This is an optimization exercise on Yosys and OpenROAD, whose aim is small area, a short achievable clock period and few clock cycles per item, not a production implementation.
In this exercise RTL edits were held to simulation tests only and were not proved equivalent to the original.

**flow/design.v**
```verilog
module fpu_as_s1
  (
   input [31:0]      opa_i,
   input [31:0]      opb_i,
   output [27:0]     fa_o,
   output [27:0]     fb_o,
   output [7:0]      exp_o
   );
   wire [7:0] 	     s_expa = opa_i[30:23];
   wire [7:0] 	     s_expb = opb_i[30:23];
   wire [22:0] 	     s_fracta = opa_i[22:0];
   wire [22:0] 	     s_fractb = opb_i[22:0];
   wire 	     s_expa_gt_expb = s_expa > s_expb;
   wire 	     s_opa_dn = !(|s_expa);
   wire 	     s_opb_dn = !(|s_expb);
   assign exp_o = s_expa_gt_expb ? s_expa : s_expb;
   wire [27:0] 	     s_fracta_28 = {1'b0, !s_opa_dn, s_fracta, 3'b000};
   wire [27:0] 	     s_fractb_28 = {1'b0, !s_opb_dn, s_fractb, 3'b000};
   reg [7:0] 	     s_exp_diff;
   always @*
     case ({s_expa_gt_expb, s_opa_dn ^ s_opb_dn})
       2'b00: s_exp_diff = s_expb - s_expa;
       2'b01: s_exp_diff = s_expb - (s_expa + 8'd1);
       2'b10: s_exp_diff = s_expa - s_expb;
       default: s_exp_diff = s_expa - (s_expb + 8'd1);
     endcase
   wire [27:0] 	     s_fract_sm_28 = s_expa_gt_expb ? s_fractb_28 : s_fracta_28;
   wire [27:0] 	     s_fract_shr_28 = s_fract_sm_28 >> s_exp_diff;
   wire [27:0] 	     s_lost_mask = ~(28'hfffffff << s_exp_diff);
   wire 	     s_sticky = |(s_fract_sm_28 & s_lost_mask);
   wire [27:0] 	     fa = s_expa_gt_expb ? s_fracta_28 :
			  {s_fract_shr_28[27:1], (s_sticky | s_fract_shr_28[0])};
   wire [27:0] 	     fb = s_expa_gt_expb ? {s_fract_shr_28[27:1], (s_sticky | s_fract_shr_28[0])} :
			  s_fractb_28;
   assign fa_o = fa;
   assign fb_o = fb;
endmodule
module fpu_as_add
  (
   input [27:0]      fa,
   input [27:0]      fb,
   input 	     signa,
   input 	     signb,
   input 	     fpu_op_i,
   output [27:0]     fract_o,
   output 	     sign_o
   );
   wire [28:0] 	     d_ab = {1'b0, fa} - {1'b0, fb};
   wire [28:0] 	     d_ba = {1'b0, fb} - {1'b0, fa};
   wire 	     fa_gt_fb = d_ba[28];
   wire 	     fa_eq_fb = fa == fb;
   wire 	     s_addop = ((signa ^ signb) & !fpu_op_i) | ((signa ^~ signb) & fpu_op_i);
   assign fract_o = s_addop ? (fa_gt_fb ? d_ab[27:0] : d_ba[27:0]) : fa + fb;
   wire 	     fract_zero = s_addop ? fa_eq_fb : !(|fa) & !(|fb);
   assign sign_o = (fract_zero & !(signa & signb)) ? 1'b0 :
		   (!signa & (!fa_gt_fb & (fpu_op_i ^ signb))) |
		   (signa & (fa_gt_fb | (fpu_op_i ^ signb)));
endmodule
module fpu_as_s2a
  (
   input [27:0]      fract_28_i,
   input [7:0] 	     exp_i,
   output [27:0]     fracto28_1_o,
   output [8:0]      expo9_1_o,
   output 	     x_sticky_o,  
   output 	     x_lost_o,  
   output 	     zero_fract_o
   );
   wire 	     s_carry = fract_28_i[27];
   reg [5:0] 	     lzeroes;
   integer 	     i;
   always @* begin
      lzeroes = 6'd27;
      for (i = 0; i < 27; i = i + 1)
	if (fract_28_i[i]) lzeroes = 6'd26 - i;
   end
   wire [5:0] 	     s_zeros = s_carry ? 6'd0 : lzeroes;
   wire [9:0] 	     s_exp10 = {2'd0, exp_i} + {9'd0, s_carry} - {4'd0, s_zeros};
   reg [5:0] 	     s_shl1;
   reg 		     s_shr1;
   reg [8:0] 	     s_expo9_1;
   always @* begin
      if (s_exp10[9] | !(|s_exp10)) begin
	 s_shr1 = 1'b0;
	 s_expo9_1 = 9'd1;
	 s_shl1 = (|exp_i) ? exp_i[5:0] - 6'd1 : 6'd0;
      end else if (s_exp10[8]) begin
	 s_shr1 = 1'b0;
	 s_shl1 = 6'd0;
	 s_expo9_1 = 9'b011111111;
      end else begin
	 s_shr1 = s_carry;
	 s_shl1 = s_zeros;
	 s_expo9_1 = s_exp10[8:0];
      end
   end
   assign fracto28_1_o = s_shr1 ? {1'b0, fract_28_i[27:1]} : fract_28_i << s_shl1;
   assign expo9_1_o = s_expo9_1;
   assign x_sticky_o = fract_28_i[0] & fract_28_i[27];
   assign x_lost_o = s_shr1 & fract_28_i[0];
   assign zero_fract_o = s_zeros == 6'd27 & !fract_28_i[27];
endmodule
module fpu_as_s2b
  (
   input [27:0]      s_fracto28_1,
   input [8:0] 	     s_expo9_1,
   input 	     x_sticky,
   input 	     x_lost,
   input 	     s_zero_fract,
   input 	     sign_i,
   input [3:0] 	     rm_i,  
   input 	     nan_in,  
   input 	     nan_op,  
   input 	     nan_sign,
   input 	     inf_in,  
   output [31:0]     output_o,
   output 	     ine_o,
   output 	     sp_nan_o,  
   output 	     sp_inf_o  
   );
   localparam [30:0] INF = 31'b1111111100000000000000000000000;
   localparam [30:0] QNAN = 31'b1111111110000000000000000000000;
   wire [8:0] 	     s_expo9_2 = (s_fracto28_1[27:26] == 2'b00) ? s_expo9_1 - 9'd1 : s_expo9_1;
   wire 	     s_sticky = s_fracto28_1[0] | x_sticky;
   wire 	     s_roundup = (rm_i[0] & (s_fracto28_1[2] & ((s_fracto28_1[1] | s_sticky) | s_fracto28_1[3]))) |
				 (rm_i[2] & ((s_fracto28_1[2] | s_fracto28_1[1] | s_sticky) & !sign_i)) |
				 (rm_i[3] & ((s_fracto28_1[2] | s_fracto28_1[1] | s_sticky) & sign_i));
   wire [27:0] 	     s_fracto28_rnd = s_roundup ? s_fracto28_1 + 28'd8 : s_fracto28_1;
   wire 	     s_shr2 = s_fracto28_rnd[27];
   wire [8:0] 	     s_expo9_3 = (s_shr2 & s_expo9_2 != 9'b011111111) ? s_expo9_2 + 9'd1 : s_expo9_2;
   wire [27:0] 	     s_fracto28_2 = s_shr2 ? {1'b0, s_fracto28_rnd[27:1]} : s_fracto28_rnd;
   wire 	     s_lost = x_lost | (s_shr2 & s_fracto28_rnd[0]) | (|s_fracto28_2[2:0]);
   wire 	     s_overflow = s_expo9_3 == 9'b011111111 & !inf_in;
   assign ine_o = (s_lost | s_overflow) & !inf_in;
   assign sp_nan_o = nan_in | nan_op;
   assign sp_inf_o = !(nan_in | nan_op) & (inf_in | s_overflow);
   assign output_o = (nan_in | nan_op) ? {nan_sign, QNAN} :
		     inf_in | s_overflow ? {sign_i, INF} :
		     s_zero_fract ? {sign_i, 31'd0} :
		     {sign_i, s_expo9_3[7:0], s_fracto28_2[25:3]};
endmodule
module fpu_mul_s1
  (
   input [31:0]      opa_i,
   input [31:0]      opb_i,
   input 	     first,  
   input [35:0]      plo_i,  
   output [35:0]     prod_o,  
   output [9:0]      exp_10_o
   );
   wire [7:0] 	     s_expa = opa_i[30:23];
   wire [7:0] 	     s_expb = opb_i[30:23];
   wire 	     s_opa_dn = !(|s_expa);
   wire 	     s_opb_dn = !(|s_expb);
   wire [23:0] 	     fracta_24 = {!s_opa_dn, opa_i[22:0]};
   wire [23:0] 	     fractb_24 = {!s_opb_dn, opb_i[22:0]};
   wire [9:0] 	     s_expa_in = {2'd0, s_expa} + {9'd0, s_opa_dn};
   wire [9:0] 	     s_expb_in = {2'd0, s_expb} + {9'd0, s_opb_dn};
   assign exp_10_o = s_expa_in + s_expb_in - 10'b0001111111;
   wire [11:0] 	     bsel = first ? fractb_24[11:0] : fractb_24[23:12];
   wire [23:0] 	     addend = first ? 24'd0 : plo_i[35:12];
   assign prod_o = fracta_24 * bsel + {12'd0, addend};
endmodule
module fpu_mul_s2
  (
   input [47:0]      fract_48_i,
   input [9:0] 	     exp_10_i,
   output [47:0]     frac2a_o,
   output [8:0]      expo1_o,
   output 	     lost_o
   );
   wire 	     s_carry = fract_48_i[47];
   reg [5:0] 	     s_zeros_l;
   reg [5:0] 	     s_r_zeros;
   integer 	     i;
   always @* begin
      s_zeros_l = 6'd46;
      for (i = 1; i < 47; i = i + 1)
	if (fract_48_i[i]) s_zeros_l = 6'd46 - i;
      s_r_zeros = 6'd48;
      for (i = 47; i >= 0; i = i - 1)
	if (fract_48_i[i]) s_r_zeros = i;
   end
   wire [5:0] 	     s_zeros = s_carry ? 6'd0 : s_zeros_l;
   wire [9:0] 	     s_exp_10a = exp_10_i + {9'd0, s_carry};
   wire [9:0] 	     s_exp_10b = s_exp_10a - {4'd0, s_zeros};
   wire 	     c_a = s_exp_10a[9] | !(|s_exp_10a);
   wire 	     c_b = s_exp_10b[9] | !(|s_exp_10b);
   wire [9:0] 	     v_shr1 = c_a ? 10'd1 - s_exp_10a + {9'd0, s_carry} :
			      c_b ? 10'd0 :
			      s_exp_10b[8] ? 10'd0 : {9'd0, s_carry};
   wire [9:0] 	     v_shl1 = c_a ? 10'd0 :
			      c_b ? {4'd0, s_zeros} - s_exp_10a :
			      s_exp_10b[8] ? 10'd0 : {4'd0, s_zeros};
   assign expo1_o = c_a ? 9'd1 : c_b ? 9'd1 : s_exp_10b[8] ? 9'b011111111 : s_exp_10b[8:0];
   wire [5:0] 	     s_shr2 = v_shr1[6] ? 6'b111111 : v_shr1[5:0];
   wire [5:0] 	     s_shl2 = v_shl1[5:0];
   assign frac2a_o = (|s_shr2) ? fract_48_i >> s_shr2 : fract_48_i << s_shl2;
   assign lost_o = s_shr2 > s_r_zeros;
endmodule
module fpu_mul_s3
  (
   input [47:21]     frac2a_i,  
   input 	     sticky_i,  
   input 	     inelow_i,  
   input [8:0] 	     expo1_i,
   input 	     sign_i,
   input [3:0] 	     rm_i,  
   input 	     nan_in,
   input 	     nan_op,
   input 	     inf_in,
   input 	     op_0,
   output [31:0]     output_o,
   output 	     ine_o,
   output 	     sp_nan_o,  
   output 	     sp_inf_o  
   );
   localparam [30:0] INF = 31'b1111111100000000000000000000000;
   localparam [30:0] QNAN = 31'b1111111110000000000000000000000;
   wire [8:0] 	     s_expo2b = frac2a_i[46] ? expo1_i : expo1_i - 9'd1;
   wire 	     s_guard = frac2a_i[22];
   wire 	     s_round = frac2a_i[21];
   wire 	     s_sticky = sticky_i;
   wire 	     s_roundup = (rm_i[0] & (s_guard & ((s_round | s_sticky) | frac2a_i[23]))) |
				 (rm_i[2] & ((s_guard | s_round | s_sticky) & !sign_i)) |
				 (rm_i[3] & ((s_guard | s_round | s_sticky) & sign_i));
   wire [24:0] 	     s_frac_inc = frac2a_i[47:23] + 25'd1;
   wire [24:0] 	     s_frac_rnd = s_roundup ? s_frac_inc : frac2a_i[47:23];
   wire 	     s_shr3 = s_frac_rnd[24];
   wire [8:0] 	     s_expo3 = (s_shr3 & (s_expo2b != 9'b011111111)) ? s_expo2b + 9'd1 : s_expo2b;
   wire [24:0] 	     s_frac3 = (s_shr3 & (s_expo2b != 9'b011111111)) ? {1'b0, s_frac_rnd[24:1]} : s_frac_rnd;
   wire 	     s_overflow = (s_expo3 == 9'b011111111) & !inf_in;
   assign ine_o = !op_0 & (inelow_i | s_overflow);
   assign sp_nan_o = nan_in | nan_op;
   assign sp_inf_o = !(nan_in | nan_op) & (inf_in | s_overflow);
   assign output_o = (nan_in | nan_op) ? {sign_i, QNAN} :
		     inf_in | s_overflow ? {sign_i, INF} :
		     op_0 ? {sign_i, 31'd0} :
		     {sign_i, s_expo3[7:0], s_frac3[22:0]};
endmodule
module fpu_div_s1
  (
   input [31:0]      opa_i,
   input [31:0]      opb_i,
   output [23:0]     dvdnd_o,
   output [23:0]     dvsor_o,
   output [9:0]      exp_10_o
   );
   wire [7:0] 	     s_expa = opa_i[30:23];
   wire [7:0] 	     s_expb = opb_i[30:23];
   wire 	     s_opa_dn = !(|s_expa);
   wire 	     s_opb_dn = !(|s_expb);
   wire [23:0] 	     s_fracta_24 = {!s_opa_dn, opa_i[22:0]};
   wire [23:0] 	     s_fractb_24 = {!s_opb_dn, opb_i[22:0]};
   reg [4:0] 	     s_dvd_zeros;
   reg [4:0] 	     s_div_zeros;
   integer 	     i;
   always @* begin
      s_dvd_zeros = 5'd24;
      s_div_zeros = 5'd24;
      for (i = 0; i < 24; i = i + 1) begin
	 if (s_fracta_24[i]) s_dvd_zeros = 5'd23 - i;
	 if (s_fractb_24[i]) s_div_zeros = 5'd23 - i;
      end
   end
   assign dvdnd_o = s_fracta_24 << s_dvd_zeros;
   assign dvsor_o = s_fractb_24 << s_div_zeros;
   wire [9:0] 	     s_expa_in = {2'd0, s_expa} + {9'd0, s_opa_dn};
   wire [9:0] 	     s_expb_in = {2'd0, s_expb} + {9'd0, s_opb_dn};
   assign exp_10_o = s_expa_in - s_expb_in + 10'b0001111111 -
		     {5'd0, s_dvd_zeros} + {5'd0, s_div_zeros};
endmodule
module fpu_div_step
  (
   input [27:0]      s_i,
   input [27:0]      c_i,
   input [24:0]      d_i,
   output [27:0]     s_o,
   output [27:0]     c_o,
   output 	     qpos_o,
   output 	     qneg_o
   );
   wire [27:0] 	     s2 = {s_i[26:0], 1'b0};
   wire [27:0] 	     c2 = {c_i[26:0], 1'b0};
   wire [3:0] 	     ya = s2[27:24];
   wire [3:0] 	     yb = c2[27:24];
   wire [3:0] 	     yg = ya & yb;
   wire [3:0] 	     yp = ya ^ yb;
   wire 	     yc3 = yg[2] | (yp[2] & yg[1]) | (yp[2] & yp[1] & yg[0]);
   wire 	     ysign = yp[3] ^ yc3;
   wire 	     yall1 = &yp;
   wire 	     q_pos = !ysign;
   wire 	     q_neg = ysign & !yall1;
   wire [27:0] 	     dx = {3'b000, d_i};
   wire [27:0] 	     t = ({28{q_pos}} & ~dx) | ({28{q_neg}} & dx);
   assign s_o = s2 ^ c2 ^ t;
   assign c_o = {(s2[26:0] & c2[26:0]) | (s2[26:0] & t[26:0]) | (c2[26:0] & t[26:0]), q_pos};
   assign qpos_o = q_pos;
   assign qneg_o = q_neg;
endmodule
module fpu_div_fin
  (
   input [27:0]      s_i,
   input [27:0]      c_i,
   input [27:0]      qp_i,
   input [27:0]      qn_i,
   input [24:0]      d_i,
   output [26:0]     qutnt_o,
   output 	     rmndr_nz_o
   );
   wire [27:0] 	     w = s_i + c_i;
   wire [27:0] 	     wd = s_i + c_i + {3'b000, d_i};
   wire 	     neg = w[27];
   wire [27:0] 	     q_0 = qp_i - qn_i;
   wire [27:0] 	     q_m = qp_i + ~qn_i;
   wire [27:0] 	     qf = neg ? q_m : q_0;
   assign qutnt_o = qf[27:1];
   assign rmndr_nz_o = neg ? |wd : |w;
endmodule
module fpu_div_s2a
  (
   input [26:0]      qutnt_i,
   input [9:0] 	     exp_10_i,
   output [26:0]     fraco1_o,
   output [8:0]      expo2_o,
   output 	     lost0_o,  
   output 	     lost1_o  
   );
   wire 	     s_qutdn = !qutnt_i[26];
   wire [9:0] 	     eb0 = exp_10_i;
   wire [9:0] 	     eb1 = exp_10_i - 10'd1;
   wire 	     cb0 = eb0[9] | !(|eb0);
   wire 	     cb1 = eb1[9] | !(|eb1);
   wire [9:0] 	     vr0 = cb0 ? 10'd1 - eb0 : 10'd0;
   wire [9:0] 	     vr1 = cb1 ? (10'd1 - eb1) - 10'd1 : 10'd0;
   wire [9:0] 	     vl1 = cb1 ? 10'd0 : eb1[8] ? 10'd0 : 10'd1;
   wire [8:0] 	     e1_0 = cb0 ? 9'd1 : eb0[8:0];
   wire [8:0] 	     e1_1 = cb1 ? 9'd1 : eb1[8:0];
   wire [5:0] 	     sr0 = vr0[6] ? 6'b111111 : vr0[5:0];
   wire [5:0] 	     sr1 = vr1[6] ? 6'b111111 : vr1[5:0];
   wire [8:0] 	     e1m_0 = e1_0 - 9'd1;
   wire [8:0] 	     e1m_1 = e1_1 - 9'd1;
   wire [5:0] 	     s_shr1 = s_qutdn ? sr1 : sr0;
   wire [5:0] 	     s_shl1 = s_qutdn ? vl1[5:0] : 6'd0;
   wire 	     s_right = s_qutdn ? (|sr1) : (|sr0);
   wire [8:0] 	     s_expo1 = s_qutdn ? e1_1 : e1_0;
   wire [8:0] 	     s_expo1m = s_qutdn ? e1m_1 : e1m_0;
   wire [26:0] 	     s_fraco1 = s_right ? qutnt_i >> s_shr1 : qutnt_i << s_shl1;
   assign fraco1_o = s_fraco1;
   assign expo2_o = s_fraco1[26] ? s_expo1 : s_expo1m;
   reg [5:0] 	     s_r_zeros;
   integer 	     i;
   always @* begin
      s_r_zeros = 6'd27;
      for (i = 26; i >= 0; i = i - 1)
	if (qutnt_i[i]) s_r_zeros = i;
   end
   assign lost0_o = s_shr1 > s_r_zeros;
   assign lost1_o = (s_shr1 + 6'd1) > s_r_zeros;
endmodule
module fpu_div_s2b
  (
   input [26:0]      s_fraco1,
   input [8:0] 	     s_expo2,
   input 	     lost0,
   input 	     lost1,
   input 	     rmndr_nz_i,
   input 	     sign_i,
   input [3:0] 	     rm_i,  
   input 	     nan_in,
   input 	     infa,
   input 	     infb,
   input 	     opa_0,
   input 	     opb_0,
   output [31:0]     output_o,
   output 	     ine_o,
   output 	     sp_nan_o,  
   output 	     sp_inf_o  
   );
   localparam [30:0] INF = 31'b1111111100000000000000000000000;
   localparam [30:0] QNAN = 31'b1111111110000000000000000000000;
   wire 	     s_guard = s_fraco1[2];
   wire 	     s_round = s_fraco1[1];
   wire 	     s_sticky = s_fraco1[0] | rmndr_nz_i;
   wire 	     s_roundup = (rm_i[0] & (s_guard & ((s_round | s_sticky) | s_fraco1[3]))) |
				 (rm_i[2] & ((s_guard | s_round | s_sticky) & !sign_i)) |
				 (rm_i[3] & ((s_guard | s_round | s_sticky) & sign_i));
   wire [24:0] 	     s_frac_inc = {1'b0, s_fraco1[26:3]} + 25'd1;
   wire [24:0] 	     s_frac_rnd = s_roundup ? s_frac_inc : {1'b0, s_fraco1[26:3]};
   wire 	     s_shr2 = s_frac_rnd[24];
   wire [8:0] 	     s_expo3 = s_shr2 ? s_expo2 + 9'd1 : s_expo2;
   wire [24:0] 	     s_fraco2 = s_shr2 ? {1'b0, s_frac_rnd[24:1]} : s_frac_rnd;
   wire 	     s_lost = s_shr2 ? lost1 : lost0;
   wire 	     s_op_0 = opa_0 | opb_0;
   wire 	     s_opab_0 = opa_0 & opb_0;
   wire 	     s_nan_op = (infa & infb) | s_opab_0;
   wire 	     s_inf_result = (&s_expo3[7:0]) | s_expo3[8] | opb_0;
   wire 	     s_overflow = s_inf_result & !infa & !opb_0;
   assign ine_o = !s_op_0 & (s_lost | (|s_fraco1[2:0]) | s_overflow | rmndr_nz_i);
   assign sp_nan_o = nan_in | s_nan_op;
   assign sp_inf_o = !(nan_in | s_nan_op) & (infa | s_overflow | s_inf_result);
   assign output_o = (nan_in | s_nan_op) ? {sign_i, QNAN} :
		     infa | s_overflow | s_inf_result ? {sign_i, INF} :
		     s_op_0 | infb ? {sign_i, 31'd0} :
		     {sign_i, s_expo3[7:0], s_fraco2[22:0]};
endmodule
module fpu_conv_s1
  (
   input [31:0]      opa,
   input 	     op_f2i,  
   input [1:0] 	     rmode,
   output [22:0]     fract_out,
   output 	     r_o,
   output 	     s_o,
   output [7:0]      exp_out,
   output 	     exp_in_lt_half_o,
   output 	     f2i_zero_o,
   output 	     f2i_max_o,
   output 	     fract_in_00_o,
   output 	     fract_in_lo_nz_o,
   output 	     sign_a_o,
   output 	     sign_b_o
   );
   wire 	     opas = opa[31];
   wire [7:0] 	     expa = opa[30:23];
   wire 	     opa_inf = (&expa) & !(|opa[22:0]);
   wire 	     opa_nan = (&expa) & (|opa[22:0]);
   wire [7:0] 	     exp_in = op_f2i ? expa : 8'd0;
   wire [47:0] 	     fract_in = op_f2i ?
			       (opas ? 48'd1 - {24'h00, (|expa), opa[22:0]} - 48'd1 :
				{24'h0, (|expa), opa[22:0]}) :
			       (opas ? 48'd1 - {opa[30:0], 17'h01} : {opa[30:0], 17'h0});
   reg [5:0] 	     fi_ldz;
   integer 	     i;
   always @* begin
      fi_ldz = 6'd48;
      for (i = 1; i < 48; i = i + 1)
	if (fract_in[i]) fi_ldz = 6'd48 - i;
   end
   wire 	     fract_in_00 = !(|fract_in);
   wire 	     rmode_00 = rmode == 2'b00;
   wire 	     rmode_11 = rmode == 2'b11;
   wire 	     exp_in_00 = !(|exp_in);
   wire [7:0] 	     f2i_emin = rmode_00 ? 8'h7e : 8'h7f;
   wire 	     f2i_exp_gt_max = exp_in > 8'h9d;
   wire 	     f2i_exp_lt_min = exp_in < f2i_emin;
   wire 	     f2i_zero = (((f2i_exp_lt_min & (opas & (!rmode_11 | fract_in_00))) |
				  (f2i_exp_lt_min & !opas) |
				  (f2i_exp_gt_max & opas))
				 & !(&exp_in)) |
			        (opa_inf & opas) |
			        (fract_in_00 & exp_in_00);
   wire 	     f2i_max = ((((!opas & f2i_exp_gt_max) |
				  (f2i_exp_lt_min & !fract_in_00 & rmode_11 & opas))
				 & !(&exp_in)) |
				(opa_nan | (opa_inf & !opas))) &
			       !(opas & fract_in_00 & exp_in_00);
   wire [7:0] 	     f2i_shft = exp_in - 8'h7d;
   wire [7:0] 	     conv_shft = op_f2i ? f2i_shft : {2'h0, fi_ldz};
   wire [55:0] 	     fract_in_shft56 = {{8{fract_in[47]}}, fract_in} << conv_shft[5:0];
   wire [47:0] 	     fract_in_shftl = (|conv_shft[7:6] | (f2i_zero & op_f2i)) ?
				      48'd0 : fract_in_shft56[47:0];
   assign fract_out = fract_in_shftl[47:25];
   assign r_o = fract_in_shftl[24];
   assign s_o = |fract_in_shftl[23:0];
   wire [7:0] 	     exp_i2f = fract_in_00 ? (opas ? 8'h9e : 8'd0) : (8'h9e - {2'd0, fi_ldz});
   wire [7:0] 	     exp_f2i_1 = (|f2i_shft[7:6]) ? 8'd0 : fract_in_shft56[55:48];
   wire [7:0] 	     exp_f2i = f2i_zero ? 8'd0 : f2i_max ? 8'hff : exp_f2i_1;
   assign exp_out = op_f2i ? exp_f2i : exp_i2f;
   assign exp_in_lt_half_o = exp_in < 8'h80;
   assign f2i_zero_o = f2i_zero;
   assign f2i_max_o = f2i_max;
   assign fract_in_00_o = fract_in_00;
   assign fract_in_lo_nz_o = |fract_in[23:0];
   assign sign_a_o = opas & f2i_exp_gt_max & f2i_zero;
   assign sign_b_o = opa_nan | (f2i_zero & !f2i_max & !(opa_inf & opas));
endmodule
module fpu_conv_s2
  (
   input [22:0]      fract_out,
   input 	     r,
   input 	     s,
   input [7:0] 	     exp_out,
   input 	     exp_in_lt_half,
   input 	     f2i_zero,
   input 	     f2i_max,
   input 	     fract_in_00,
   input 	     fract_in_lo_nz,
   input 	     sign_a,
   input 	     sign_b,
   input 	     opas,
   input 	     op_f2i,
   input [3:0] 	     rm,  
   output [31:0]     out,
   output 	     ine
   );
   wire 	     rmode_01 = rm[1];
   wire 	     rmode_10 = rm[2];
   wire 	     rmode_11 = rm[3];
   wire 	     sign = rmode_11 ? !opas : opas;
   wire 	     exp_out_ff = &exp_out;
   wire 	     exp_out_fe = &exp_out[7:1] & !exp_out[0];
   wire 	     fract_out_7fffff = &fract_out;
   wire [23:0] 	     fract_out_pl1 = fract_out + 24'd1;
   wire [7:0] 	     exp_out_pl1 = exp_out + 8'd1;
   wire 	     g = fract_out[0];
   wire 	     trunc_nz = r | s;
   wire 	     round = (g & r) | (r & s);
   wire 	     exp_rnd_adj0;
   wire [22:0] 	     fract_out_rnd0;
   assign {exp_rnd_adj0, fract_out_rnd0} = round ? fract_out_pl1 : {1'b0, fract_out};
   wire [7:0] 	     exp_out_rnd0 = exp_rnd_adj0 ? exp_out_pl1 : exp_out;
   wire [22:0] 	     fract_out_rnd1 = 1'b0 ? 23'h7fffff :
				      (op_f2i & trunc_nz & opas) ? fract_out_pl1[22:0] : fract_out;
   wire [7:0] 	     exp_out_rnd1 = (exp_out_ff & !op_f2i) ? 8'd0 :
				    (op_f2i & opas & trunc_nz & fract_out_pl1[23]) ? exp_out_pl1 : exp_out;
   wire 	     round2a = !exp_out_fe | !fract_out_7fffff | (exp_out_fe & fract_out_7fffff);
   wire 	     round2_fasu = ((r | s) & !sign) & (!exp_out[7] | (exp_out[7] & round2a));
   wire 	     round2_f2i = rmode_10 & ((fract_in_lo_nz & !opas & exp_in_lt_half) | trunc_nz);
   wire 	     round2 = op_f2i ? round2_f2i : round2_fasu;
   wire 	     exp_rnd_adj2a;
   wire [22:0] 	     fract_out_rnd2a;
   assign {exp_rnd_adj2a, fract_out_rnd2a} = round2 ? fract_out_pl1 : {1'b0, fract_out};
   wire [7:0] 	     exp_out_rnd2a = exp_rnd_adj2a ? exp_out_pl1 : exp_out;
   wire [22:0] 	     fract_out_rnd2 = 1'b0 ? 23'h7fffff : fract_out_rnd2a;
   wire [7:0] 	     exp_out_rnd2 = (sign & exp_out_ff & !op_f2i) ? 8'hfe : exp_out_rnd2a;
   wire [7:0] 	     exp_out_rnd = ({8{rm[0]}} & exp_out_rnd0) | ({8{rm[1]}} & exp_out_rnd1) |
				   ({8{rm[2] | rm[3]}} & exp_out_rnd2);
   wire [22:0] 	     fract_out_rnd = ({23{rm[0]}} & fract_out_rnd0) | ({23{rm[1]}} & fract_out_rnd1) |
				     ({23{rm[2] | rm[3]}} & fract_out_rnd2);
   wire 	     exp_out_final_ff = &exp_out_final;
   wire 	     ovf0 = exp_out_final_ff & !rmode_01 & !op_f2i;
   wire [22:0] 	     fract_out_final = ovf0 ? 23'h0 : (f2i_max & op_f2i) ? 23'h7fffff : fract_out_rnd;
   wire [7:0] 	     exp_out_final = (f2i_max & op_f2i) ? 8'hff : exp_out_rnd;
   wire [30:0] 	     out_d = {exp_out_final, fract_out_final};
   wire 	     f2i_out_sign = sign_a ? 1'b1 :
				    (sign_b | (!(|out_d) & !f2i_zero)) ? 1'b0 : opas;
   assign out = {op_f2i ? f2i_out_sign : opas, out_d};
   wire 	     f2i_ine = (f2i_zero & !fract_in_00 & !opas) |
			       trunc_nz |
			       (f2i_zero & exp_in_lt_half & opas & !fract_in_00) |
			       (f2i_max & rmode_11 & exp_in_lt_half);
   assign ine = op_f2i ? f2i_ine : trunc_nz;
endmodule
module fpu_arith
  (
   clk,
   rst,
   opa_i,
   opb_i,
   fpu_op_i,
   rmode_i,
   output_o,
   start_i,
   ready_o,
   ine_o,
   overflow_o,
   underflow_o,
   div_zero_o,
   inf_o,
   zero_o,
   qnan_o,
   snan_o
   );
   input  clk;
   input  rst;
   input [31:0] opa_i;
   input [31:0] opb_i;
   input [2:0] 	fpu_op_i;
   input [1:0] 	rmode_i;
   input 	start_i;
   output reg 	ready_o;
   output reg [31:0] output_o;
   output reg 	     ine_o;
   output reg 	     overflow_o;
   output reg 	     underflow_o;
   output reg 	     div_zero_o;
   output reg 	     inf_o;
   output reg 	     zero_o;
   output reg 	     qnan_o;
   output reg 	     snan_o;
   localparam [30:0] QNAN = 31'b11111111_10000000000000000000000;
   localparam [30:0] SNAN = 31'b11111111_00000000000000000000001;
   reg 		     busy;
   reg [3:0] 	     cnt;
   wire 	     op_as = fpu_op_i[2:1] == 2'b00;
   wire 	     op_mul = fpu_op_i == 3'd2;
   wire 	     op_div = fpu_op_i == 3'd3;
   wire 	     op_cv = fpu_op_i[2];
   reg 		     mul_fast;
   wire 	     last = busy & (op_as ? cnt == 4'd0 :
				    op_mul ? (cnt == 4'd1 | mul_fast) : cnt == 4'd7);
   always @(posedge clk or posedge rst)
     if (rst) begin
	busy <= 1'b0;
	ready_o <= 1'b0;
	cnt <= 4'd0;
     end else begin
	if (start_i) begin
	   busy <= !op_cv;
	   ready_o <= op_cv;
	   cnt <= 4'd0;
	end else if (last) begin
	   busy <= 1'b0;
	   ready_o <= 1'b1;
	end else begin
	   ready_o <= 1'b0;
	   cnt <= cnt + 4'd1;
	end
     end
   reg sel_as, sel_mul, sel_div, sel_cv;
   reg op0, rm0, rm1, rm2, rm3, sa, sb, sab, infa, infb, nana, nanb, za, zb;
   always @(posedge clk) begin
	sel_as <= op_as;
	sel_mul <= op_mul;
	sel_div <= op_div;
	sel_cv <= op_cv;
	op0 <= fpu_op_i[0];
	rm0 <= rmode_i == 2'd0;
	rm1 <= rmode_i == 2'd1;
	rm2 <= rmode_i == 2'd2;
	rm3 <= rmode_i == 2'd3;
	sa <= opa_i[31];
	sb <= opb_i[31];
	sab <= opa_i[31] ^ opb_i[31];
	infa <= &opa_i[30:23];
	infb <= &opb_i[30:23];
	nana <= (&opa_i[30:23]) & (|opa_i[22:0]);
	nanb <= (&opb_i[30:23]) & (|opb_i[22:0]);
	za <= !(|opa_i[30:0]);
	zb <= !(|opb_i[30:0]);
     end
   wire [3:0] rm_oh = {rm3, rm2, rm1, rm0};
   wire [27:0] as_fa_d, as_fb_d;
   wire [7:0]  as_exp_d;
   reg [27:0]  as_fa, as_fb;
   reg [7:0]   as_exp;
   fpu_as_s1 u_as_s1 (.opa_i(opa_i), .opb_i(opb_i), .fa_o(as_fa_d), .fb_o(as_fb_d), .exp_o(as_exp_d));
   always @(posedge clk) begin
	as_fa <= as_fa_d;
	as_fb <= as_fb_d;
	as_exp <= as_exp_d;
     end
   wire [27:0] as_fract_d;
   wire        as_sign_d;
   fpu_as_add u_as_add (.fa(as_fa), .fb(as_fb), .signa(sa), .signb(sb), .fpu_op_i(op0),
			.fract_o(as_fract_d), .sign_o(as_sign_d));
   wire [27:0] as_f1_d;
   wire [8:0]  as_e1_d;
   wire        as_xs_d, as_xl_d, as_zf_d;
   fpu_as_s2a u_as_s2a (.fract_28_i(as_fract_d), .exp_i(as_exp), .fracto28_1_o(as_f1_d),
			.expo9_1_o(as_e1_d), .x_sticky_o(as_xs_d), .x_lost_o(as_xl_d),
			.zero_fract_o(as_zf_d));
   reg [27:0]  as_f1;
   reg [8:0]   as_e1;
   reg 	       as_xs, as_xl, as_zf, as_sign, as_nsign;
   always @(posedge clk) begin
	as_f1 <= as_f1_d;
	as_e1 <= as_e1_d;
	as_xs <= as_xs_d;
	as_xl <= as_xl_d;
	as_zf <= as_zf_d;
	as_sign <= as_sign_d;
	as_nsign <= (nana & nanb) ? as_sign_d : nana ? sa : sb;
     end
   wire [31:0] as_out;
   wire        as_ine, as_spn, as_spi;
   fpu_as_s2b u_as_s2b
     (.s_fracto28_1(as_f1), .s_expo9_1(as_e1), .x_sticky(as_xs), .x_lost(as_xl),
      .s_zero_fract(as_zf), .sign_i(as_sign), .rm_i(rm_oh),
      .nan_in(nana | nanb),
      .nan_op(infa & infb & (sa ^ (op0 ^ sb))),
      .nan_sign(as_nsign),
      .inf_in(infa | infb),
      .output_o(as_out), .ine_o(as_ine), .sp_nan_o(as_spn), .sp_inf_o(as_spi));
   wire [35:0] mul_prod_d;
   wire [9:0]  mul_e_d;
   reg [47:0]  mul_m;
   reg [9:0]   mul_e;
   reg 	       mul_or;
   wire [47:0] mul_frac2a_d;
   wire [8:0]  mul_expo1_d;
   wire        mul_lost_d;
   fpu_mul_s1 u_mul_s1 (.opa_i(opa_i), .opb_i(opb_i), .first(!busy), .plo_i(mul_m[35:0]),
			.prod_o(mul_prod_d), .exp_10_o(mul_e_d));
   fpu_mul_s2 u_mul_s2 (.fract_48_i(mul_m), .exp_10_i(mul_e), .frac2a_o(mul_frac2a_d),
			.expo1_o(mul_expo1_d), .lost_o(mul_lost_d));
   wire [8:0]  mul_esum = {1'b0, opa_i[30:23]} + {1'b0, opb_i[30:23]};
   wire        mul_fast_d = (|opa_i[30:23]) & !(&opa_i[30:23]) &
	       (|opb_i[30:23]) & !(&opb_i[30:23]) &
	       (mul_esum >= 9'd128) & (mul_esum <= 9'd381);
   always @(posedge clk) begin
      mul_fast <= mul_fast_d;
      if (!busy)
	mul_m <= {12'd0, mul_prod_d};
      else if (cnt == 4'd0)
	mul_m <= {mul_prod_d, mul_m[11:0]};
      else
	mul_m <= mul_frac2a_d;
      if (busy & cnt != 4'd0)
	mul_e <= {1'b0, mul_expo1_d};
      else
	mul_e <= mul_e_d;
      if (cnt == 4'd0)
	mul_or <= |{mul_prod_d[8:0], mul_m[11:0]};
      else
	mul_or <= (|mul_frac2a_d[20:0]) | mul_lost_d;
   end
   wire        mul_sh = mul_fast & mul_m[47];
   wire [47:21] mul_fx = mul_sh ? {1'b0, mul_m[47:22]} : mul_m[47:21];
   wire [8:0]  mul_ex = mul_e[8:0] + {8'd0, mul_sh};
   wire [31:0] mul_out;
   wire        mul_ine, mul_spn, mul_spi;
   fpu_mul_s3 u_mul_s3
     (.frac2a_i(mul_fx), .sticky_i(mul_or | (mul_sh & mul_m[21])),
      .inelow_i(mul_or | mul_m[21] | mul_m[22] | (mul_sh & mul_m[23])),
      .expo1_i(mul_ex), .sign_i(sab),
      .rm_i(rm_oh), .nan_in(nana | nanb), .nan_op((infa | infb) & (za | zb)),
      .inf_in(infa | infb), .op_0(za | zb),
      .output_o(mul_out), .ine_o(mul_ine), .sp_nan_o(mul_spn), .sp_inf_o(mul_spi));
   wire [23:0] div_a_d, div_b_d;
   wire [9:0]  div_e_d;
   reg [27:0]  div_s, div_c, div_dp, div_dn;
   reg [23:0]  div_b;
   reg [9:0]   div_e;
   fpu_div_s1 u_div_s1 (.opa_i(opa_i), .opb_i(opb_i), .dvdnd_o(div_a_d), .dvsor_o(div_b_d),
			.exp_10_o(div_e_d));
   wire [24:0] div_d = {div_b, 1'b0};
   wire [27:0] st_s [0:4];
   wire [27:0] st_c [0:4];
   wire [3:0]  st_qp, st_qn;
   assign st_s[0] = div_s;
   assign st_c[0] = div_c;
   genvar      gi;
   generate
      for (gi = 0; gi < 4; gi = gi + 1) begin : g_st
	 fpu_div_step u_st
	      (.s_i(st_s[gi]), .c_i(st_c[gi]), .d_i(div_d),
	       .s_o(st_s[gi+1]), .c_o(st_c[gi+1]), .qpos_o(st_qp[3-gi]), .qneg_o(st_qn[3-gi]));
      end
   endgenerate
   always @(posedge clk) begin
      div_b <= div_b_d;
      div_e <= div_e_d;
      if (!busy) begin
	 div_s <= {4'd0, div_a_d};
	 div_c <= 28'd0;
	 div_dp <= 28'd0;
	 div_dn <= 28'd0;
      end else begin
	 div_s <= st_s[4];
	 div_c <= st_c[4];
	 div_dp <= {div_dp[23:0], st_qp};
	 div_dn <= {div_dn[23:0], st_qn};
      end
   end
   wire [26:0] div_qf;
   wire        div_rnz_d;
   fpu_div_fin u_div_fin (.s_i(div_s), .c_i(div_c), .qp_i(div_dp), .qn_i(div_dn), .d_i(div_d),
			  .qutnt_o(div_qf), .rmndr_nz_o(div_rnz_d));
   wire [26:0] div_f1_d;
   wire [8:0]  div_e2_d;
   wire        div_l0_d, div_l1_d;
   reg [26:0]  div_f1;
   reg [8:0]   div_e2;
   reg 	       div_l0, div_l1, div_rnz;
   fpu_div_s2a u_div_s2a (.qutnt_i(div_qf), .exp_10_i(div_e), .fraco1_o(div_f1_d),
			  .expo2_o(div_e2_d), .lost0_o(div_l0_d), .lost1_o(div_l1_d));
   always @(posedge clk) begin
	div_f1 <= div_f1_d;
	div_e2 <= div_e2_d;
	div_l0 <= div_l0_d;
	div_l1 <= div_l1_d;
	div_rnz <= div_rnz_d;
     end
   wire [31:0] div_out;
   wire        div_ine, div_spn, div_spi;
   fpu_div_s2b u_div_s2b
     (.s_fraco1(div_f1), .s_expo2(div_e2), .lost0(div_l0), .lost1(div_l1),
      .rmndr_nz_i(div_rnz), .sign_i(sab),
      .rm_i(rm_oh), .nan_in(nana | nanb), .infa(infa), .infb(infb), .opa_0(za), .opb_0(zb),
      .output_o(div_out), .ine_o(div_ine), .sp_nan_o(div_spn), .sp_inf_o(div_spi));
   wire [22:0] cv_fract_d;
   wire        cv_r_d, cv_s_d;
   wire [7:0]  cv_exp_out_d;
   wire        cv_eh_d, cv_zero_d, cv_max_d, cv_f00_d, cv_lonz_d, cv_sa_d, cv_sb_d;
   reg [22:0]  cv_fract;
   reg 	       cv_r, cv_s;
   reg [7:0]   cv_exp_out;
   reg 	       cv_eh, cv_zero, cv_max, cv_f00, cv_lonz, cv_sa, cv_sb;
   fpu_conv_s1 u_cv_s1
     (.opa(opa_i), .op_f2i(fpu_op_i[0]), .rmode(rmode_i),
      .fract_out(cv_fract_d), .r_o(cv_r_d), .s_o(cv_s_d), .exp_out(cv_exp_out_d),
      .exp_in_lt_half_o(cv_eh_d),
      .f2i_zero_o(cv_zero_d), .f2i_max_o(cv_max_d), .fract_in_00_o(cv_f00_d),
      .fract_in_lo_nz_o(cv_lonz_d), .sign_a_o(cv_sa_d), .sign_b_o(cv_sb_d));
   always @(posedge clk) begin
	cv_fract <= cv_fract_d;
	cv_r <= cv_r_d;
	cv_s <= cv_s_d;
	cv_exp_out <= cv_exp_out_d;
	cv_eh <= cv_eh_d;
	cv_zero <= cv_zero_d;
	cv_max <= cv_max_d;
	cv_f00 <= cv_f00_d;
	cv_lonz <= cv_lonz_d;
	cv_sa <= cv_sa_d;
	cv_sb <= cv_sb_d;
     end
   wire [31:0] cv_out;
   wire        cv_ine;
   fpu_conv_s2 u_cv_s2
     (.fract_out(cv_fract), .r(cv_r), .s(cv_s), .exp_out(cv_exp_out),
      .exp_in_lt_half(cv_eh), .f2i_zero(cv_zero), .f2i_max(cv_max),
      .fract_in_00(cv_f00), .fract_in_lo_nz(cv_lonz), .sign_a(cv_sa), .sign_b(cv_sb),
      .opas(sa), .op_f2i(op0), .rm(rm_oh), .out(cv_out), .ine(cv_ine));
   localparam [30:0] MAXF = 31'b1111111_01111111_11111111_11111111;
   wire dz = zb & !za;
   wire as_z = !(|as_out[30:0]);
   wire as_e0 = !(|as_out[30:23]);
   wire as_ff = as_spn | as_spi;
   wire as_keep = rm0 | infa | infb | as_spn;
   wire as_sat = !as_keep & as_ff & (rm1 | (rm2 & as_out[31]) | (rm3 & !as_out[31]));
   wire as_negz = !as_keep & rm3 & as_z & (sa | (op0 ^ sb));
   wire [31:0] as_fo = {as_out[31] | as_negz, as_sat ? MAXF : as_out[30:0]};
   wire mul_z = !(|mul_out[30:0]);
   wire mul_e0 = !(|mul_out[30:23]);
   wire mul_ff = mul_spn | mul_spi;
   wire mul_keep = rm0 | infa | infb | mul_spn;
   wire mul_sat = !mul_keep & mul_ff & (rm1 | (rm2 & mul_out[31]) | (rm3 & !mul_out[31]));
   wire [31:0] mul_fo = {mul_out[31], mul_sat ? MAXF : mul_out[30:0]};
   wire div_z = !(|div_out[30:0]);
   wire div_e0 = !(|div_out[30:23]);
   wire div_ff = div_spn | div_spi;
   wire div_keep = rm0 | dz | infa | infb | div_spn;
   wire div_sat = !div_keep & div_ff & (rm1 | (rm2 & div_out[31]) | (rm3 & !div_out[31]));
   wire [31:0] div_fo = {div_out[31], div_sat ? MAXF : div_out[30:0]};
   wire cv_z = !(|cv_out[30:0]);
   wire cv_e0 = !(|cv_out[30:23]);
   wire cv_ff = &cv_out[30:23];
   wire cv_qn = cv_out[30:0] == QNAN;
   wire cv_sn = cv_out[30:0] == SNAN;
   wire cv_keep = rm0 | infa | infb | cv_qn;
   wire cv_sat = !cv_keep & cv_ff & (rm1 | (rm2 & cv_out[31]) | (rm3 & !cv_out[31]));
   wire [31:0] cv_fo = {cv_out[31], cv_sat ? MAXF : cv_out[30:0]};
   always @* begin
      output_o = ({32{sel_as}} & as_fo) | ({32{sel_mul}} & mul_fo) |
		 ({32{sel_div}} & div_fo) | ({32{sel_cv}} & cv_fo);
      ine_o = (sel_as & as_ine) | (sel_mul & mul_ine) | (sel_div & div_ine) | (sel_cv & cv_ine);
      overflow_o = (sel_as & as_ff & as_ine) | (sel_mul & mul_ff & mul_ine) |
		   (sel_div & div_ff & div_ine) | (sel_cv & cv_ff & cv_ine);
      underflow_o = (sel_as & as_e0 & as_ine) | (sel_mul & mul_e0 & mul_ine) |
		    (sel_div & div_e0 & div_ine) | (sel_cv & cv_e0 & cv_ine);
      div_zero_o = sel_div & dz & !infa;
      inf_o = (sel_as & as_spi) | (sel_mul & mul_spi) | (sel_div & div_spi) |
	      (sel_cv & cv_ff & !(cv_qn | cv_sn));
      zero_o = (sel_as & as_z) | (sel_mul & mul_z) | (sel_div & div_z) | (sel_cv & cv_z);
      qnan_o = (sel_as & as_spn) | (sel_mul & mul_spn) | (sel_div & div_spn) | (sel_cv & cv_qn);
      snan_o = sel_cv & cv_sn;
   end
endmodule
```
**flow/run.sh**
```bash
#!/bin/bash
# synth_recipe.tcl (not shown) runs the flow's synth.tcl, then flattens the netlist and writes it again
# the make line also repeats each setting of config.mk as NAME=value (left out here)
make -C /OpenROAD-flow-scripts/flow DESIGN_CONFIG=/design/flow/config.mk WORK_HOME=/design/flow/orfs CLKGATE_MAP_FILE= SYNTH_SCRIPT=/design/flow/synth_recipe.tcl finish
```
**flow/config.mk**
```make
export PLATFORM = sky130hd
export DESIGN_NAME = fpu_arith
export DESIGN_NICKNAME = fpu_arith
export VERILOG_FILES = /design/flow/design.v
export SDC_FILE = /design/flow/constraint.sdc
export NUM_CORES = 4
export LEC_CHECK = 0
export ABC_AREA = 1
export CAP_MARGIN = 20
export CORE_MARGIN = 2
export CORE_UTILIZATION = 35
export SLEW_MARGIN = 20
```
**flow/constraint.sdc**
```tcl
create_clock -name core_clock -period 9.0 [get_ports {clk}]
set_input_delay 1.8000 -clock core_clock [delete_from_list [all_inputs] [get_ports {clk}]]
set_output_delay 1.8000 -clock core_clock [all_outputs]
set_load 0.01 [all_outputs]
```
==> impl_results.md, run 1 <==
- Post-CTS Hold Buffers: 0
- Antenna Nets Post-Route: 0
- Most frequent cells in the layout: nand2_1, inv_1, nand3_1
- Clk sink count: 408
- Syn Nets: 12000
- Critical Path End Type: output port
- Tot GR Track Use: 31.8%
- Dpl hpwl: between 200000 and 300000 microns
- Post-synth cell types: slightly above 100
- Max-cap violations: 0
- Design Area, Final: just under 80000 sq um
- Commonest non-fill, non-tap cell in the layout: nand2_1
- Via count: 78200
- Synth Cell Area: approximately 68000 sq um
- Nets: 12300
- Status: complete, no violations
- Largest cells by area after synthesis: nand2_1, dfxtp_1, fa_1
- WP data arrival: 6.88 ns
- Worst path required time: 7.20 ns
- Max Slew Vio Count: 0
- Yosys top cell by area: nand2_1
- Actual slew at the worst max-slew pin: between 1 and 1.5 ns
- Die width: 443 microns
- WL/cell: 23.1 microns
- Number of global-route vias before repair: 74400
- Worst Skew: 0.0601 ns
- Core area: 192000 sq um
- Largest net degree at the start of global routing: 64
- Synthesized instance count: approximately 11000
- Slowest CP cell: clkdlybuf4s50_1
- FP Rows: between 150 and 200
- Setup TNS: 0 ns
- Yosys top cell area share: between 10% and 20%
- Initial detailed-routing violation count: approximately 8800
- Latest clock arrival within the worst-skew pair: 0.71 ns
- Pre-antenna DRT Iters: 7
- TritonCTS clock tree: built
- Sequential area share after synthesis: 12.3%
- RSZ-0062 raised after global routing: true
- Clock Path Buffers: 3
- Max H-tree Level: 2
- Clock Pin Slew Worst Setup and Hold Paths: ~0.06 ns
- Die ar.: 196000 sq um
- RePlAce Congestion: 1.07
- Die H: around 440 microns
- CP delay by family, top: simple AND/OR/NAND/NOR gates
- Ys flop type: dfxtp_1
- I/O pin total: roughly 110
- First-pass GRT wire length: 476000 microns
- Avg Vias per Cell: roughly 5.6
- Detailed-route DRC error count: 0
- Crit Path Max Fanout: 27
- Final Setup Violations: 0
- Clock buffer count from CTS: 52
- CTS Root Cell: clkbuf_16
- Post-synth EDFFs: 12
- Syn-to-layout area delta: 14.7%
- Post-route minimum period: between 8 and 9 ns
- IO Port Bufs: 112
- Critical Path Max Stage Delay: around 0.62 ns
- Bufs and invs on worst path: 7
- DRT Wirelength: 324000 microns
- Area after DPL: around 75000 sq um
- Ys Warns: 7
- Initial antenna violation count: 16
- Period utilization: 96.5%
- Post-Syn Area per Cell: 6.04 sq um
- Slew headroom: a little under a quarter
- FF+latch count, synth: 408
- Initial Util: 35.1%
- Asr flop ratio synth: 1.47%
- Endpoints failing hold: 0
- Share of cells above drive strength 1: 9.40%
- Startpoint types: flop
- Overflow after GRT: 0
- Max Fclk: 115 MHz
- Hold Path Class: flop to flop
- Crit Path Class: flop to output port
-- final timing paths --
path / startpoint / end / slack, ns / cells past startpoint
min in group asynchronous: rst / cnt[3] / 1.72 / 2
max in group asynchronous: rst / busy / 7.04 / 2
min reg2reg: div_dp[7] / div_dp[11] / 0.44 / 2
min: div_dp[7] / div_dp[11] / 0.44 / 2
max reg2reg: busy / mul_m[46] / 0.57 / 42
max: mul_m[47] / zero_o / 0.32 / 31
-- synthesized netlist by cell type (all sizes together) (17+ instances only) --
cell type,instances
or2,40
clkbuf,409
o22ai,54
o31ai,25
a211oi,44
ha,380
fa,360
dfxtp,390
xnor2,76
clkinv,30
o21a,18
nand4,163
nor3,136
o21ai,1017
xor2,324
o221ai,28
o2111ai,32
nand2,2952
nor4,85
nor2,904
mux2i,28
a21o,24
nand3,1036
a21oi,605
a31oi,67
a221oi,17
buf,143
o211ai,122
o21bai,36
inv,1487
-- per-layer routing --
layer / up-vias / wire [microns] / track usage, %
met3: 710 / 29500 / 6.62
met2: 3689 / 138000 / 48.8
met5: - / 53 / 0
met1: 36700 / 135000 / 41.7
li1: 37100 / - / -
met4: 8 / 20800 / 17.1
-- what timing repair did --
action / in CTS / in global routing
gates resized for setup: 18 / 211
setup endpoints to repair: 32 / 130
gates cloned: 1 / 2
pin swaps: 2 / 53
buffers inserted: 4 / 21
-- cell type report --
type	count	area, sq um
clock buffers	64	1420
flip-flops and latches	408	8330
well taps	2526	3160
inverters	1517	5720
clock inverters	33	444
repair buffers	779	6550
diodes	5	12.5
multi-input cells	8704	51800
fillers	21000	115000
-- metrics by stage --
stage	hold slack, ns	utilization (%)	worst slack [ns]	std cells
floorplan	0.420	-	0.0254	11200
global placement	0.435	38.8	-0.963	13900
detailed placement	0.431	38.8	-1.02	13900
CTS	0.436	39.8	0.000310	14000
global route	0.456	40.3	-0.198	14000
finish	0.435	40.3	0.319	14000
-- flip-flops by register name, indices dropped and copies added (netlist names), 4 cells and up --
| signal | flops |
|---|---|
| as_f1 | 28 |
| as_fb | 27 |
| div_f1 | 27 |
| div_s | 28 |
| div_e | 10 |
| cv_fract | 23 |
| as_e1 | 8 |
| div_c | 25 |
| div_dn | 28 |
| div_b | 24 |
| as_fa | 27 |
| mul_m | 48 |
| as_exp | 8 |
| mul_e | 10 |
| cv_exp_out | 8 |
| div_dp | 28 |
| cnt | 4 |
| div_e2 | 9 |
-- tightest hold or removal path, cell delays in order (launching register included) --
cell and delay [ns]:
dfxtp_1 0.31, nand2_1 0.06, inv_1 0.03
-- cell families (layout without fill, tap and decap cells) --
kind of cell / Yosys count / in the layout / share of synthesized area, %
AND/OR/NAND/NOR: 5358 / 5360 / 33.9
AO/OA/AOI/OAI: 2173 / 2173 / 18.4
buffers and inverters: 2071 / 2393 / 12.0
adder cells (fa/ha/maj): 740 / 740 / 17.7
flip-flops: 408 / 408 / 12.3
XOR/XNOR: 400 / 400 / 5.25
multiplexers: 31 / 31 / 0.465
other: 0 / 5 / 0
Testbench counts, summed over its fixed seeds: cycles 40,382, ops 16,000.
==> run 2: changes to the inputs <==
--- a/flow/config.mk
+++ b/flow/config.mk
@@ -9,4 +9,4 @@
 export CAP_MARGIN = 20
 export CORE_MARGIN = 2
-export CORE_UTILIZATION = 35
+export CORE_UTILIZATION = 50
 export SLEW_MARGIN = 20
==> run 2 against run 1 <==
Effect of this change:
- still clean on timing, DRC and antenna
- via count is 2.2% higher
- synthesized cell count stayed put
- first-iteration DRC count is 17% higher
- fmax is 0.55% lower
- core utilization is 16 points higher
- area after synthesis stayed put
- sequential share of layout area is 0.23 points higher
- critical path depth is 7 higher
==> impl_results.md, run 2 <==
- WP data arrival: 6.93 ns (+0.05 ns)
- Actual slew at the worst max-slew pin: 1.06 ns (-0.0718 ns)
- I/O pin total: 113 (unchanged)
- Initial detailed-routing violation count: 10300 (+17%)
- Max H-tree Level: 2 (unchanged)
- Die H: 371 microns (-16%)
- Area after DPL: 72900 sq um (-2.3%)
- CTS Root Cell: clkbuf_16
- Yosys top cell by area: nand2_1
- Die width: 371 microns (-16%)
- TritonCTS clock tree: built
- IO Port Bufs: 112 (unchanged)
- Multi-input gate area: 52000 sq um (+0.37%)
- Antenna Nets Post-Route: 0 (unchanged)
- FP Rows: 134 (-17%)
- Seq. cell area: 8340 sq um (about the same)
- Worst path required time: 7.20 ns (about the same)
- WL/cell: 23.3 microns (+0.85%)
- Die ar.: 138000 sq um (-30%)
- R2R Setup Slk: 0.52 ns (-0.05 ns)
- Largest cells by area after synthesis: nand2_1, dfxtp_1, fa_1
- Post-CTS Hold Buffers: 0 (unchanged)
- Initial antenna violation count: 17 (+1)
- Clock Pin Slew Worst Setup and Hold Paths: 0.07 ns (about the same)
- Post-synth EDFFs: 12 (unchanged)
- Util after Layout: 56.7% (+16 points)
- Worst r2r src: as_fb[0]
- Final Setup Violations: 0 (unchanged)
- FF+latch count, synth: 408 (unchanged)
- Largest net degree at the start of global routing: 99 (+55%)
- Dpl hpwl: 251000 microns (-7.4%)
- Slew headroom: 28.1% (+4.6 points)
- Design Area, Final: 75800 sq um (-2.0%)
- Avg Vias per Cell: 6.05 (+8.6%)
- Top cells by count, synth: nand2_1, inv_1, nand3_1
- Via count: 79900 (+2.2%)
- Crit Path Class: flop to output port
- Hold Path Class: flop to flop
- Share of cells above drive strength 1: 9.13% (-0.27 points)
- Max Slew Vio Count: 0 (unchanged)
- FILL cells: 13600 (-36%)
- First-pass GRT wire length: 453000 microns (-4.9%)
- Synthesized instance count: 11200 (unchanged)
- Startpoint types: flop
- Period utilization: 97.0% (+0.53 points)
- Initial Util: 50.5% (+15 points)
- Latest clock arrival within the worst-skew pair: 0.66 ns (-0.05 ns)
- Max-cap violations: 0 (unchanged)
- Asr flop ratio synth: 1.47% (unchanged)
- Slowest CP cell: clkdlybuf4s50_1
- Final std cells w/o fill: 13200 (-6.0%)
- Highest Signal Layer: met5
- Synth Cell Area: 67500 sq um (unchanged)
- Core area: 134000 sq um (-30%)
- Clock buffer count from CTS: 48 (-7.7%)
- Pre-antenna DRT Iters: 9 (+2)
- Tot GR Track Use: 43.0% (+11 points)
- Critical Path End Type: output port
- RR Endpoint: as_f1[16]
- Worst Reg-to-Reg Cells: 61 (+45%)
- Endpoints failing hold: 0 (unchanged)
- M1 WL: 121000 microns (-11%)
- Overflow after GRT: 0 (unchanged)
- Met2 wire length: 130000 microns (-6.0%)
- Hold path start: div_dp[17]
- Ys flop type: dfxtp_1
- Ys Warns: 7 (unchanged)
- Largest Register: mul_m
- Max Fclk: 115 MHz (-0.55%)
- Detailed-route DRC error count: 0 (unchanged)
- Dpl cells: 13100 (-6.1%)
- Clk sink count: 408 (unchanged)
- Post-Syn Area per Cell: 6.04 sq um (unchanged)
- Crit path launch: cv_fract[0]
- Number of global-route vias before repair: 74300 (-0.066%)
- Syn-to-layout area delta: 12.3%
- Critical Path Max Stage Delay: 0.49 ns (-0.13 ns)
- Yosys top cell area share: 16.3% (unchanged)
- Post-route minimum period: 8.73 ns (+0.0479 ns)
- DR WL met3: 36800 microns (+25%)
- Max FFs per register: 48 (unchanged)
- Syn Nets: 12000 (unchanged)
- Clock Path Buffers: 3 (unchanged)
- Commonest non-fill, non-tap cell in the layout: nand2_1
- Crit path capture: output_o[2]
- Worst Skew: 0.0386 ns (-0.0214 ns)
- RePlAce Congestion: 1.10 (+3.1%)
- DRT Wirelength: 307000 microns (-5.2%)
- Most frequent cell after synthesis: nand2_1
- Most frequent cells in the layout: nand2_1, inv_1, nand3_1
- Status: complete, no violations
- Sequential area share after synthesis: 12.3% (unchanged)
- Post-synth cell types: 102 (unchanged)
- Nets: 12200 (-0.61%)
- Crit Path Max Fanout: 7 (-74%)
run 2: cell type report:
type	instances	share of cell area (%)
antenna	7	0.0231
clock buffer	64	1.85
clock inverter	24	0.421
inverter	1517	7.55
multi-input combinational	8709	68.5
sequential	408	11.0
tap	1768	2.92
timing repair buffer	702	7.70
timing repair inverter	1	0.00990
run 2: timing repair:
item,4_1_cts,5_1_grt
setup buffers,3,34
gates cloned,1,7
resized for setup,12,244
setup endpoints to repair,10,138
pin swaps,3,90
run 2: cell families (layout without fill, tap and decap cells):
kind of cell               count (synthesis)  after routing  synth area share, %
DFF                                      408            408                 12.3
other                                      0              7                    0
xor gates and xnor gates                 400            400                 5.25
adders and majority gates                740            740                 17.7
and+or+nand+nor                         5358           5361                 33.9
muxes                                     31             31                0.465
AOI/OAI and AO/OA                       2173           2177                 18.4
buffers and inverters                   2071           2308                 12.0
run 2: stage by stage:
stage	TNS, ns	hold slack [ns]	worst slack [ns]
after floorplan	0	0.420	0.0254
after global placement	-8.03	0.426	-0.878
after detailed placement	-8.72	0.429	-1.01
after CTS	-0.0463	0.425	-0.0463
after global routing	-3.20	0.448	-0.201
final	0	0.421	0.271
run 2: how the worst min path moves through the flow:
stage / endpoint / depth (start not counted) / slack (ns)
2_1_floorplan: div_dp[10] / 2 / 0.42
3_3_place_gp: div_dp[27] / 2 / 0.43
3_5_place_dp: div_dp[17] / 2 / 0.43
4_1_cts: div_dp[21] / 2 / 0.43
5_1_grt: div_dp[8] / 2 / 0.45
6_report: div_dp[21] / 2 / 0.42
run 2: critical path: cells and delay by family, from the launching register on:
kind	cells	cell delay [ns]
compound gates	5	0.72
buf+inv	5	0.91
flops	1	0.39
simple gates	28	4.26
run 2: layer usage:
| layer | vias up | global-route usage [%] |
|---|---|---|
| met5 | - | 0 |
| met4 | 6 | 22.6 |
| met3 | 975 | 11.4 |
| met2 | 4814 | 65.8 |
| met1 | 37000 | 55.2 |
| li1 | 37000 | - |

-- re-timing with driven ports --
No port has a modelled driver above. Below, the same layouts with a new extraction and two added sets of constraints. Step 1 sets driving cells, clkbuf_16 on the clock port and buf_2 on the other inputs (assumed; they add their load-dependent delay and slew). Step 2, shift: input delay + t, output delay - t, t = (earliest + latest rising clock arrival at the registers) / 2. This alone moves slack from input paths to output paths. Three values: ideal, step 1, step 2; two values: the first two.
| run | shift t [ns] | setup WS [ns] | worst setup path after step 2 |
|---|---|---|---|
| run 1 | 0.770 | 0.319 / 0.230 / -0.312 | input to register |
| run 2 | 0.735 | 0.271 / 0.173 / -0.322 | input to register |
Met with ideal ports but missed after step 2: setup timing in run 1 and run 2. The setup slack of run 1, which loses most, moves by -0.089 ns with the drivers and by -0.631 ns with both steps.
